Context: an optimization exercise on an open-source flow, tuned for small area. The choices shown serve that exercise and are no tape-out recipe.
Only simulation tests tie the RTL to the original design; equivalence was not proved.
In every run shown here, the design's own scripts or RTL, not TritonCTS, make the clock network.
No driver is modelled on the clock port, so clock power and skew are understated where the tree is cut down; a real chip needs a root buffer or a tree.
Power figures rest on the tool's default switching activity, not on a simulated workload.

`design.v`:
```
module channel(clk, rst, pwmsignal, ratio);
input clk;
input rst;
input pwmsignal;
output [12:0] ratio;
reg [21:0] w;
reg [5:0]  r;
reg [11:0] q;
reg [9:0]  pre;
reg [9:0]  rat;
assign ratio = {3'b000, rat};
localparam [21:0] W_RST = 22'h00d08a;
localparam [21:0] W_END = 22'h006845;
localparam [21:0] W_MSK = 22'h3fffe9;
wire wend = ((w & W_MSK) == (W_END & W_MSK));
wire pend   = r[5] & r[4] & r[3];                           
wire settle = (q[11] & q[10]) |                             
              (~|q[11:6] & ~(q[5] & (q[4] | q[3] | (q[2] & q[1]))));  
wire rwrap  = r[5] & r[4] & r[0];                           
wire q_hi5  = &q[9:5];
wire qsat   = q[11] & ~q[10] & (&q[9:6]) & q[4];            
wire gt48k  = q[11] | q[10] |
              (q_hi5 & (q[4] | q[3] | (q[2] & q[1] & (q[0] | (|r)))));
wire meas   = ~pwmsignal & ~pend & ~settle & gt48k;
wire qinc   = settle | (pwmsignal & rwrap & ~qsat);
wire lo_ge1000 = q_hi5 & (q[4] | q[3]);                     
wire lo_gt1000 = q_hi5 & (q[4] | (q[3] & (|q[2:0])));       
wire in_t    = ~q[11] & q[10] & ~lo_ge1000;                 
wire in_1000 = (q[11] & ~qsat) | (q[10] & lo_gt1000);       
always @(posedge clk or negedge rst)
if (!rst) begin
  w   <= W_RST;
  r   <= 6'd0;
  q   <= 12'd4084;
  pre <= 10'd0;
  rat <= 10'd0;
end else begin
  w <= {w[20:0], ~(w[21] ^ w[20]) ^ wend};
  if (wend)
    rat <= pre;
  if (pend) begin
    r <= {5'd0, pwmsignal};
    q <= 12'd4085;
    if (in_t)
      pre <= q[9:0];
    else if (in_1000)
      pre <= 10'd1000;
  end else begin
    if (qinc)
      q <= {q[11:1] + {10'd0, q[0]}, ~q[0] | (settle & pwmsignal & rwrap)};
    if (pwmsignal)
      r <= rwrap ? 6'd0 : r + 6'd1;
    else if (meas)
      r <= 6'd63;
    else if (settle)
      r <= 6'd0;
  end
end
endmodule
```
`flow/run.sh`:
```
#!/bin/bash
# Own layout flow: the standard ORFS flow (standard.sh: the standard
# synthesis script, floorplan, power grid, placement, routing) with these
# changes:
#  - synthesis maps logic with flow/abc.script, an area-oriented ABC script,
#    in place of ORFS's abc_speed.script (a copy of ORFS's scripts folder
#    with only that file replaced, used through SCRIPTS_DIR); flip-flop
#    mapping, names and everything else in synthesis are unchanged;
#  - ports are buffered with buf_1 (BUFFER_PORTS_ARGS) instead of the
#    larger cell buffer_ports picks by default;
#  - one tie cell drives the constant outputs (SKIP_REPAIR_TIE_FANOUT);
#  - the clock tree is replaced by CLKBUF_K clkbuf cells, each driving one
#    cluster of nearby flip-flops (flow/clkbuf.tcl, run as the CTS step's
#    PRE hook; it makes that step's clock_tree_synthesis a no-op).  All
#    flip-flops get the clock through one buffer level, with no deliberate
#    skew.
# The whole make output goes to make.log here; ORFS's per-step logs stay
# under orfs/logs.
set -euo pipefail
here=$(pwd)
rm -rf "$here/scripts_abc"
cp -r "$FLOW_HOME/scripts" "$here/scripts_abc"
cp "$here/flow/abc.script" "$here/scripts_abc/abc_speed.script"
export SCRIPTS_DIR="$here/scripts_abc"
export PRE_CTS_TCL="$here/flow/clkbuf.tcl"
export CLKBUF_K=4
export CLKBUF_CELL=sky130_fd_sc_hd__clkbuf_8
export BUFFER_PORTS_ARGS="-buffer_cell sky130_fd_sc_hd__buf_1"
export SKIP_REPAIR_TIE_FANOUT=1
bash standard.sh > "$here/make.log" 2>&1
```
`flow/abc.script`:
```
strash
ifraig
scorr
dc2
strash
&get -n
&dc2
&dch -f
&nf -R 1000
&put

```
`flow/clkbuf.tcl`:
```
# Clock distribution without a tree: the clock port drives CLKBUF_K buffers
# (CLKBUF_CELL), each feeding one cluster of clock sinks (k-means on the
# placed sinks' positions) and placed at its cluster's centroid.
set K [expr {[info exists ::env(CLKBUF_K)] ? $::env(CLKBUF_K) : 2}]
set cell [expr {[info exists ::env(CLKBUF_CELL)] ? $::env(CLKBUF_CELL) : "sky130_fd_sc_hd__clkbuf_8"}]
set block [ord::get_db_block]
set clknet [$block findNet clk]
set master [[ord::get_db] findMaster $cell]
set pts {}
foreach it [$clknet getITerms] {
  set b [[$it getInst] getBBox]
  lappend pts [list [expr {([$b xMin] + [$b xMax]) / 2}] [expr {([$b yMin] + [$b yMax]) / 2}] $it]
}
set n [llength $pts]
# seed centroids from x-sorted strips, then Lloyd iterations
set srt [lsort -integer -index 0 $pts]
set cen {}
for {set k 0} {$k < $K} {incr k} {
  set p [lindex $srt [expr {(2 * $k + 1) * $n / (2 * $K)}]]
  lappend cen [list [lindex $p 0] [lindex $p 1]]
}
for {set iter 0} {$iter < 50} {incr iter} {
  set asg {}
  foreach p $pts {
    set best 0; set bd -1
    for {set k 0} {$k < $K} {incr k} {
      lassign [lindex $cen $k] cx cy
      set d [expr {abs([lindex $p 0] - $cx) + abs([lindex $p 1] - $cy)}]
      if {$bd < 0 || $d < $bd} { set bd $d; set best $k }
    }
    lappend asg $best
  }
  set new {}
  for {set k 0} {$k < $K} {incr k} {
    set sx 0; set sy 0; set m 0
    foreach p $pts a $asg { if {$a == $k} { set sx [expr {$sx + [lindex $p 0]}]; set sy [expr {$sy + [lindex $p 1]}]; incr m } }
    if {$m} { lappend new [list [expr {$sx / $m}] [expr {$sy / $m}]] } else { lappend new [lindex $cen $k] }
  }
  if {$new eq $cen} break
  set cen $new
}
for {set k 0} {$k < $K} {incr k} {
  set inst [odb::dbInst_create $block $master clkroot_buf_$k]
  set net [odb::dbNet_create $block clkroot_net_$k]
  $net setSigType CLOCK
  set m 0
  foreach p $pts a $asg { if {$a == $k} { set it [lindex $p 2]; $it disconnect; $it connect $net; incr m } }
  [$inst findITerm A] connect $clknet
  [$inst findITerm X] connect $net
  lassign [lindex $cen $k] cx cy
  $inst setLocation [expr {$cx - [$master getWidth] / 2}] [expr {$cy - [$master getHeight] / 2}]
  $inst setPlacementStatus PLACED
  puts "clkbuf.tcl: clkroot_buf_$k ($cell) drives $m sinks"
}
detailed_placement
# The clock is fully buffered above: make the flow's CTS call a no-op.
proc clock_tree_synthesis {args} { puts "clkbuf.tcl: clock_tree_synthesis skipped" }
```
`standard.sh`:
```
#!/bin/bash
# synth_recipe.tcl (not shown) runs the flow's synth.tcl, then flattens the netlist and writes it again
# the make line also repeats each setting of config.mk as NAME=value (left out here)
make -C /OpenROAD-flow-scripts/flow DESIGN_CONFIG=/design/flow/config.mk WORK_HOME=/design/flow/orfs CLKGATE_MAP_FILE= SYNTH_SCRIPT=/design/flow/synth_recipe.tcl "${@:-finish}"
```
`config.mk`:
```
export PLATFORM = sky130hd
export DESIGN_NAME = channel
export DESIGN_NICKNAME = channel
export VERILOG_FILES = /design/flow/design.v
export SDC_FILE = /design/flow/constraint.sdc
export NUM_CORES = 4
export LEC_CHECK = 0
export CAP_MARGIN = 20
export CORE_MARGIN = 2
export CORE_UTILIZATION = 40
export SLEW_MARGIN = 20
```
`constraint.sdc`:
```
create_clock -name core_clock -period 20.0 [get_ports {clk}]
set_input_delay 4.0000 -clock core_clock [delete_from_list [all_inputs] [get_ports {clk}]]
set_output_delay 4.0000 -clock core_clock [all_outputs]
set_load 0.01 [all_outputs]
```
==> run summary, run 1 <==
The non-filler instance count after layout came out at 284. The area of the die is 0.00664 mm^2. The net total in the final layout is 219. The worst hold path belongs to the class register to register. The number of synthesis warnings is 1. The max-cap violation count is 0. The initial detailed-routing violation count came out at 44. The post-cts gate resize count is 0. Once the clock tree was built, the setup fixing pass inserted 0 buffers. Of the cells placed in the final design, the portion with a size suffix greater than 1 is 0.100. The via count of the first global-routing pass is 1,370. The number of buffers inserted by port buffering is 12. After synthesis the netlist holds a flip-flop and latch count of 60. At the later pin of the worst-skew pair, clock insertion delay measures 0.16 ns. The y dimension of the die is 81.5 um. The dominant synthesized flop cell is sky130_fd_sc_hd__dfrtp_1.

The total number of vias came out at 1,451. The maximum fanout along the worst path came out at 10. Averaged over all synthesized cells, the footprint is 12.3 um^2. The half-perimeter wire length after detailed placement is 2700 um. The worst-case register-to-register setup slack is 17.37 ns. Of the total synthesized cell area, the portion taken by full adders, half adders and majority gates is 0.0261. Together, buffers and inverters on the worst path number 1. The initial antenna violation count came out at 0. The first detailed-routing pass ran for 4 iterations. The area growth from synthesis to layout came out at 7.50%.

The worst-case headroom to the max-slew limit came out at 0.512. Setup repair after global routing left no endpoint under its margin. The actual slew at the worst max-slew pin is 0.732 ns.

The peak per-stage delay on the critical path came out at 0.61 ns. The minimum clock period is 6.11 ns. Of all flip-flops after synthesis, the portion carrying an async set or reset was 1.00. The number of cells on the worst reg-to-reg path is 9. The area fraction in compound gates after synthesis came out at 0.132. The initial core utilization is 0.410. The final weighted congestion in routability-driven placement is 0.796. The total congestion overflow is 0. The maximum clock rate is 0.164 GHz. After floorplanning, the core was sized to cover 0.00585 mm^2.

The wire length of the first global-routing pass came out at 6620 um. Prior to clock tree synthesis, the placed netlist has a worst setup slack of 13.78 ns. In this run the critical register-to-register path is launched from q[8]$_DFFE_PN1P_.

The count of final max-slew check failures is 0. The clock transition time at the flip-flop clock pins of the worst setup and hold paths came out at 0.09 ns. The worst setup path is launched from an input pin. The largest net degree at the start of global routing came out at 61. STA puts the critical path data arrival time at 6.18 ns. The number of antenna repair diodes is 0. The distinct cell type count after synthesis is 33. The worst setup path is of the input pin to register kind. The routed wire length is 3950 um.

In this run the number of cells on the critical path is 9. The count of flip-flops with a built-in enable after synthesis is 0. The post-synthesis share of cell area spent on xor and xnor gates came out at 0.0146. The run finished with no timing, DRC or antenna violations. The mapped netlist covers 0.00240 mm^2. The dominant combinational cell family by area after synthesis is compound AO/OA/AOI/OAI gates. Of the total synthesized cell area, the portion taken by AND, OR, NAND and NOR gates is 0.125. In this run, post-CTS hold repair placed 0 buffers. The part of the Yosys area used for sequential elements is 0.633.

For this run, the total global-route usage over all layers was measured as 0.124. Including well taps, the total number of placed cells is 280. For the final routed database, the setup TNS stands at 0 ns. The final routed DRC violation total is 0. Of the post-synthesis cell area, the part taken by muxes is 0.0469.

The total setup violations reported at the end of the flow came out at 0. Dividing the detail-routed via count by the number of cells gives 5.11. The signal on the critical path passes through buf_1, nand4_1, o21ai_0, and3_1, and2_0, and4_1, nand4_1, a21oi_1, o21ai_0. The worst IR drop on VDD is 0.0000616 V. The beginning of the critical path is pwmsignal. Among all stages on the critical path, the largest delay is contributed by sky130_fd_sc_hd__o21ai_0. Across all setup checks in the final design, the least slack found is 13.89 ns.

The worst setup path is captured at a register. The required time at the endpoint of the critical path came out at 20.07 ns. The number of nets produced by synthesis is 203. The post-route clock skew is 0.0284 ns. The placement row count is 28.

The I/O pin count is 16. Summed over all cells, the static leakage comes to 1.07 nW. Among cell families on the critical path, the largest total delay comes from simple AND/OR/NAND/NOR gates. The worst hold path passes through 0 cells. The last element of the critical path is q[11]$_DFFE_PN1P_. The synthesized instance count came out at 195. The capture instance of the worst register-to-register path is q[11]$_DFFE_PN1P_. The part of the cycle the worst path needs is 0.305. The number of nets with antenna violations after detailed routing is 0. The final-report hold violation count is 0. The power density normalized to cell area came out at 119 mW/mm^2. The average routed wire per standard cell is 13.9 um. The die outline width is 81.5 um. Power comes to 306 uW.
[cells in the final DEF, fill, tap and decap left out, drive strengths merged, types with 2 or more instances in the layout]
cell and n:
o22a 6, nand4 4, nand3 3, clkbuf 5, clkinv 7, nand2 18, o21ai 17, and4 4
a21oi 9, nor4 2, dfstp 15, nor4b 3, and3 5, nor2 9, a31oi 4, buf 12
xor2 2, nand2b 2, mux2 10, xnor2 2, dfrtp 45, nor3 2, ha 5, a22o 7
a211o 2
[metal layers]
layer  GRT usage  vias up  part of all wire
met1       0.188      690              0.51
met4      0.0220        0             0.020
met3     0.00989        4             0.025
met2       0.197       16              0.44
li1            -      741                 -
met5           0        -                 0
[where the power goes]
| part | switching [mW] | internal [mW] |
|---|---|---|
| Sequential | 0.0296 | 0.151 |
| Combinational | 0.0432 | 0.0367 |
| Clock | 0.0273 | 0.0184 |
| Total | 0.100 | 0.206 |
[worst reg2reg max path: stages, from the launching register on]
cell and delay, ns:
sky130_fd_sc_hd__dfstp_2 0.42, sky130_fd_sc_hd__and4_1 0.24, sky130_fd_sc_hd__and4_1 0.23, sky130_fd_sc_hd__o21ai_0 0.56, sky130_fd_sc_hd__and3_1 0.26, sky130_fd_sc_hd__and2_0 0.21, sky130_fd_sc_hd__and4_1 0.25, sky130_fd_sc_hd__nand4_1 0.12
sky130_fd_sc_hd__a21oi_1 0.15, sky130_fd_sc_hd__o21ai_0 0.10
[logic make-up after synthesis]
group,after synthesis
xor gates and xnor gates,4
DFF,60
AOI/OAI and AO/OA,49
and+or+nand+nor,56
adders and majority gates,5
buffers and inverters,10
other,1
muxes,10
[through the flow]
step	hold WS [ns]	area [um^2]	util
detailed placement	0.342	2530	0.432
global route	0.377	2580	0.441
floorplan	0.331	2400	-
CTS	0.350	2580	0.441
finish	0.367	2580	0.441
global placement	0.342	2530	0.432
[synth_stat cells (3+ instances only)]
cell type | n | area, um^2
sky130_fd_sc_hd__dfrtp_1 | 45 | 1130
sky130_fd_sc_hd__nand2_1 | 18 | 67.6
sky130_fd_sc_hd__o21ai_0 | 17 | 85.1
sky130_fd_sc_hd__dfstp_2 | 15 | 394
sky130_fd_sc_hd__mux2_1 | 10 | 113
sky130_fd_sc_hd__a21oi_1 | 9 | 45.0
sky130_fd_sc_hd__nor2_1 | 9 | 33.8
sky130_fd_sc_hd__a22o_1 | 7 | 61.3
sky130_fd_sc_hd__clkinv_1 | 7 | 26.3
sky130_fd_sc_hd__o22a_1 | 6 | 52.6
sky130_fd_sc_hd__and3_1 | 5 | 31.3
sky130_fd_sc_hd__ha_1 | 5 | 62.6
sky130_fd_sc_hd__a31oi_1 | 4 | 25.0
sky130_fd_sc_hd__and4_1 | 4 | 35.0
sky130_fd_sc_hd__nand4_1 | 4 | 25.0
sky130_fd_sc_hd__buf_4 | 3 | 22.5
sky130_fd_sc_hd__nand3_1 | 3 | 15.0
sky130_fd_sc_hd__nor4b_1 | 3 | 26.3
[cell type report]
| type | count | area [um^2] |
|---|---|---|
| Fill cell | 523 | 3270 |
| Buffer | 4 | 55.1 |
| Timing Repair Buffer | 13 | 53.8 |
| Tap cell | 75 | 93.8 |
| Multi-Input combinational cell | 125 | 832 |
| Inverter | 7 | 26.3 |
| Sequential cell | 60 | 1520 |
[sequential cells by signal (all words and copies together), names as in the netlist]
register	count
w	22
q	12
pre	10
rat	10
r	6
[worst min path at each step]
stage	endpoint	slack, ns	from
after global routing	w[3]$_DFF_PN1_	0.38	w[2]$_DFF_PN0_
after floorplan	w[5]$_DFF_PN0_	0.33	w[4]$_DFF_PN0_
after global placement	w[5]$_DFF_PN0_	0.34	w[4]$_DFF_PN0_
after CTS	w[3]$_DFF_PN1_	0.35	w[2]$_DFF_PN0_
after detailed placement	w[3]$_DFF_PN1_	0.34	w[2]$_DFF_PN0_
final	w[3]$_DFF_PN1_	0.37	w[2]$_DFF_PN0_
==> inputs of run 2 (changes only) <==
--- a/design.v
+++ b/design.v
@@ -15,4 +15,5 @@
 wire wend = ((w & W_MSK) == (W_END & W_MSK));
 wire pend   = r[5] & r[4] & r[3];                           
+wire mpend  = pend & r[0];                                  
 wire settle = (q[11] & q[10]) |                             
               (~|q[11:6] & ~(q[5] & (q[4] | q[3] | (q[2] & q[1]))));  
@@ -31,7 +32,5 @@
 if (!rst) begin
   w   <= W_RST;
-  r   <= 6'd0;
-  q   <= 12'd4084;
-  pre <= 10'd0;
+  r   <= 6'd56;
   rat <= 10'd0;
 end else begin
@@ -39,21 +38,22 @@
   if (wend)
     rat <= pre;
-  if (pend) begin
+  if (pend)
     r <= {5'd0, pwmsignal};
+  else if (pwmsignal)
+    r <= rwrap ? 6'd0 : r + 6'd1;
+  else if (meas)
+    r <= 6'd63;
+  else if (settle)
+    r <= 6'd0;
+end
+wire upd_t    = mpend & in_t;
+wire upd_1000 = mpend & in_1000;
+wire keep     = ~(upd_t | upd_1000 | (pend & ~r[0]));
+always @(posedge clk) begin
+  if (pend)
     q <= 12'd4085;
-    if (in_t)
-      pre <= q[9:0];
-    else if (in_1000)
-      pre <= 10'd1000;
-  end else begin
-    if (qinc)
-      q <= {q[11:1] + {10'd0, q[0]}, ~q[0] | (settle & pwmsignal & rwrap)};
-    if (pwmsignal)
-      r <= rwrap ? 6'd0 : r + 6'd1;
-    else if (meas)
-      r <= 6'd63;
-    else if (settle)
-      r <= 6'd0;
-  end
+  else
+    q <= {q[11:1] + {10'd0, q[0] & qinc}, (q[0] ^ qinc) | (settle & pwmsignal & rwrap)};
+  pre <= ({10{keep}} & pre) | ({10{upd_t}} & q[9:0]) | ({10{upd_1000}} & 10'd1000);
 end
 endmodule
==> run 2 against run 1 <==
Compared with the run above:
- final area shrank 5.8%
- worst setup slack gained 0.32 ns
- largest cell class unchanged
- critical path type unchanged
- maximum frequency grew 5.6%
- register-to-register slack lost 0.28 ns
- worst hold slack lost 0.0030 ns
- via count grew 2.4%
==> run summary, run 2 <==
Summed over all instances, the cell type with the most area after synthesis is sky130_fd_sc_hd__dfrtp_1. The distinct cell type count after synthesis is 37. The synthesized instance count is 189. On the critical path, the stage with the largest delay is an instance of sky130_fd_sc_hd__or3_1. The most common cell after layout, fill and taps aside is sky130_fd_sc_hd__dfrtp_1.

In the routed layout, each cell is associated on average with a via count of 5.40. Counting flops with an async set or reset pin after synthesis yields a share of 0.633. The worst-case headroom to the max-slew limit is 0.375. The run finished with no timing, DRC or antenna violations. The total of hold buffers inserted after clock tree synthesis is 0. The largest registers in the layout are w x22, q x12. The part of the cycle the worst path needs is 0.289. Setup violations remaining at the end of the flow were counted as 0. Ranked by total cell area, the synthesized netlist is headed by sky130_fd_sc_hd__dfrtp_1 (32%), sky130_fd_sc_hd__dfxtp_1 (20%), sky130_fd_sc_hd__dfstp_2 (10%). Dividing the synthesized area by the synthesized cell count gives 11.9 um^2. The half-perimeter wire length after detailed placement came out at 2690 um.

The number of nets produced by synthesis is 197. The post-route clock skew came out at 0.0365 ns. The kind of end point of the critical path is a register. For this block, the via count after detailed routing is 1,486.

The signal on the critical path passes through buf_1, nand4_1, o21ai_0, ha_1, ha_1, and4_1, and3_1, nand2_1, or3_1, nand3_1. The share of cells above drive strength 1 is 0.0739. The via count of the first global-routing pass came out at 1,394.

The number of setup buffers added after CTS came out at 0. The power density normalized to cell area is 123 mW/mm^2. The routed length on met3 came out at 163 um. Counting instances in the post-synthesis netlist gives the leading cell types as sky130_fd_sc_hd__dfrtp_1 (29), sky130_fd_sc_hd__dfxtp_1 (22), sky130_fd_sc_hd__o21ai_0 (16). The largest register by flop count is w. The post-synth design cell area came out at 0.00225 mm^2.

For this run, the leading register cell type out of synthesis is sky130_fd_sc_hd__dfrtp_1. In the final routed layout, each cell accounts on average for 14.2 um. The number of nets with antenna violations after detailed routing is 0. The switching power as a share of total power came out at 0.323. The total global routing track utilization came out at 0.130. The count of final max-slew check failures is 0. The tightest min-delay check is of the register to register type. The count of flip-flops with a built-in enable after synthesis is 0. The combinational fraction of design power is 0.245. For this run the aggregate overflow at the end of global routing stands at 0. Setup repair after global routing left no endpoint under its margin. The setup slack after layout is 14.22 ns. The worst IR drop on VDD is 0.0000712 V.

The internal portion of the total power is 202 uW. The largest net degree at the start of global routing came out at 39. In this run the top signal layer used is met4. The clock network latency to the later pin of the worst-skew pair is 0.16 ns.

Summed over all nets, wire length on met2 after detailed routing comes to 1680 um. The area of the core is 0.00547 mm^2. The register with the most flip-flops in the layout has 22 of them. The synthesized design contains 60 register bits. The library cell appearing most often on the critical path is sky130_fd_sc_hd__ha_1. The area of the die came out at 0.00625 mm^2. The initial antenna violation count came out at 0. The maximum fanout along the worst path came out at 6. At the pin with the least slew margin, the transition time is 0.937 ns.

The max-cap violation count came out at 0. In the layout the commonest cells are sky130_fd_sc_hd__dfrtp_1 (29), sky130_fd_sc_hd__dfxtp_1 (22), sky130_fd_sc_hd__o21ai_0 (16). The area growth from synthesis to layout came out at 7.82%. The wire length of the first global-routing pass came out at 6740 um.

Measured along the y axis, the die boundary spans 79.1 um. For this block, the initial DRC count from the detailed router was 62. At the worst endpoint, the arrival time is 5.84 ns. The cell with the most instances after synthesis is sky130_fd_sc_hd__dfrtp_1. The required time at the endpoint of the critical path came out at 20.06 ns. The net total in the final layout came out at 213. The number of synthesis warnings came out at 1. The number of buffers inserted by port buffering came out at 12. The sum of negative setup slack is 0 ns.

The worst path needs 5.78 ns of the cycle, external delays included. The final-report hold violation count came out at 0. The clock transition time at the flip-flop clock pins of the worst setup and hold paths is 0.11 ns. The post-cts gate resize count came out at 0. The share of the synthesized area in the top cell type came out at 0.322. The share of total power dissipated in the clock network is 0.155. The floorplan step set the die width to 79.1 um. The number of antenna diodes in the final layout is 0.

In this run the power spent charging and discharging nets is 96.3 uW. The critical path start-end classification is input pin to register. The peak per-stage delay on the critical path is 0.32 ns.

The part of the Yosys area used for sequential elements came out at 0.622. The setup slack at placement is 14.09 ns. The final weighted congestion in routability-driven placement is 0.810. In this run the count of I/O pins placed on the die edge is 16. The routed wire length is 3900 um. The routed metal-1 wirelength came out at 1990 um. The placement row count came out at 27. For this configuration, the core starts out at a cell density of 0.412. The static leakage is 0.976 nW. The length of the first detailed-routing pass in iterations came out at 4.

The share of total power dissipated in sequential elements is 0.600. In the routed design, unresolved DRC markers number 0. The minimum hold slack is 0.364 ns.

The worst setup path is launched from an input pin. Timing would allow up to 0.173 GHz.
==> run 2: cell families after synthesis <==
family | after synthesis | share of synthesized area
simple gates | 59 | 0.139
mux | 11 | 0.0544
buf+inv | 7 | 0.0166
fa+ha+maj | 5 | 0.0277
compound gates | 42 | 0.123
xor+xnor | 4 | 0.0155
other cells | 1 | 0.00166
flops | 60 | 0.622
==> run 2: worst max-delay path, delay by kind of cell <==
| family | cells | cell delay (ns) |
|---|---|---|
| compound gates | 1 | 0.20 |
| fa+ha+maj | 2 | 0.34 |
| buf+inv | 1 | 0.19 |
| simple gates | 6 | 1.10 |
==> run 2: area by class of cell <==
class / instances / area (um^2)
buffer: 4 / 55.1
fill: 527 / 3040
inverter: 4 / 15.0
multi-input combinational: 122 / 815
sequential: 60 / 1400
tap: 72 / 90.1
timing repair buffer: 13 / 53.8
==> run 2: path summary, 6_finish.rpt <==
check / depth (start not counted) / startpoint / to / slack (ns)
worst max-delay path: 10 / pwmsignal / q[10]$_SDFF_PN1_ / 14.22
worst min-delay path: 0 / w[2]$_DFF_PN0_ / w[3]$_DFF_PN1_ / 0.36
worst max register to register: 11 / q[10]$_SDFF_PN1_ / q[10]$_SDFF_PN1_ / 17.09
worst min register to register: 0 / w[2]$_DFF_PN0_ / w[3]$_DFF_PN1_ / 0.36
max in group asynchronous: 1 / rst / r[1]$_DFFE_PN0P_ / 15.42
min in group asynchronous: 1 / rst / w[9]$_DFF_PN0_ / 3.96
==> run 2: through the flow <==
step	power, mW	std cells	cell area, um^2	util
2_1_floorplan	0.232	189	2250	-
3_3_place_gp	0.253	271	2380	0.434
3_5_place_dp	0.253	271	2380	0.434
4_1_cts	0.290	275	2430	0.444
5_1_grt	0.323	275	2430	0.444
6_report	0.298	275	2430	0.444
==> run 2: power by group through the flow <==
stage / Combinational [mW] / Clock (mW) / Sequential [mW]
2_1_floorplan: 0.0601 / 0 / 0.172
3_3_place_gp: 0.0727 / 0 / 0.181
3_5_place_dp: 0.0728 / 0 / 0.181
4_1_cts: 0.0733 / 0.0363 / 0.181
5_1_grt: 0.0857 / 0.0536 / 0.184
6_report: 0.0730 / 0.0463 / 0.179
==> run 2: routing by layer <==
| layer | vias to the layer above | GRT usage |
|---|---|---|
| li1 | 724 | - |
| met1 | 730 | 0.193 |
| met2 | 27 | 0.214 |
| met3 | 5 | 0.00909 |
| met4 | 0 | 0.0207 |
| met5 | - | 0 |

what the ideal ports hide:
In the flow no input, the clock included, has a driving cell. The finished layouts below were timed again as built, in two steps. Step 1, drivers: a clkbuf_16 drives clk and a buf_2 each remaining input, both assumed. Step 2 times the ports against the registers' clock, not the clock port: input delays grow and output delays shrink by t, the midpoint of the rising clock arrivals with the driver on. Three values: ideal, step 1, step 2; two values: the first two.
run | shift t [ns] | setup slack, ns | hold slack, ns | latest minus earliest clock arrival (ns) | cell pins on the clock port's net
run 1 | 0.204 | 13.895 / 13.933 / 13.729 | 0.367 / 0.367 / 0.367 | 0.029 / 0.029 | 4
run 2 | 0.200 | 14.217 / 14.250 / 14.050 | 0.364 / 0.364 / 0.364 | 0.036 / 0.036 | 4
After both steps every run listed still meets setup and hold. The setup slack of run 2, which loses most, moves by +0.033 ns with the drivers and by -0.167 ns with both steps.
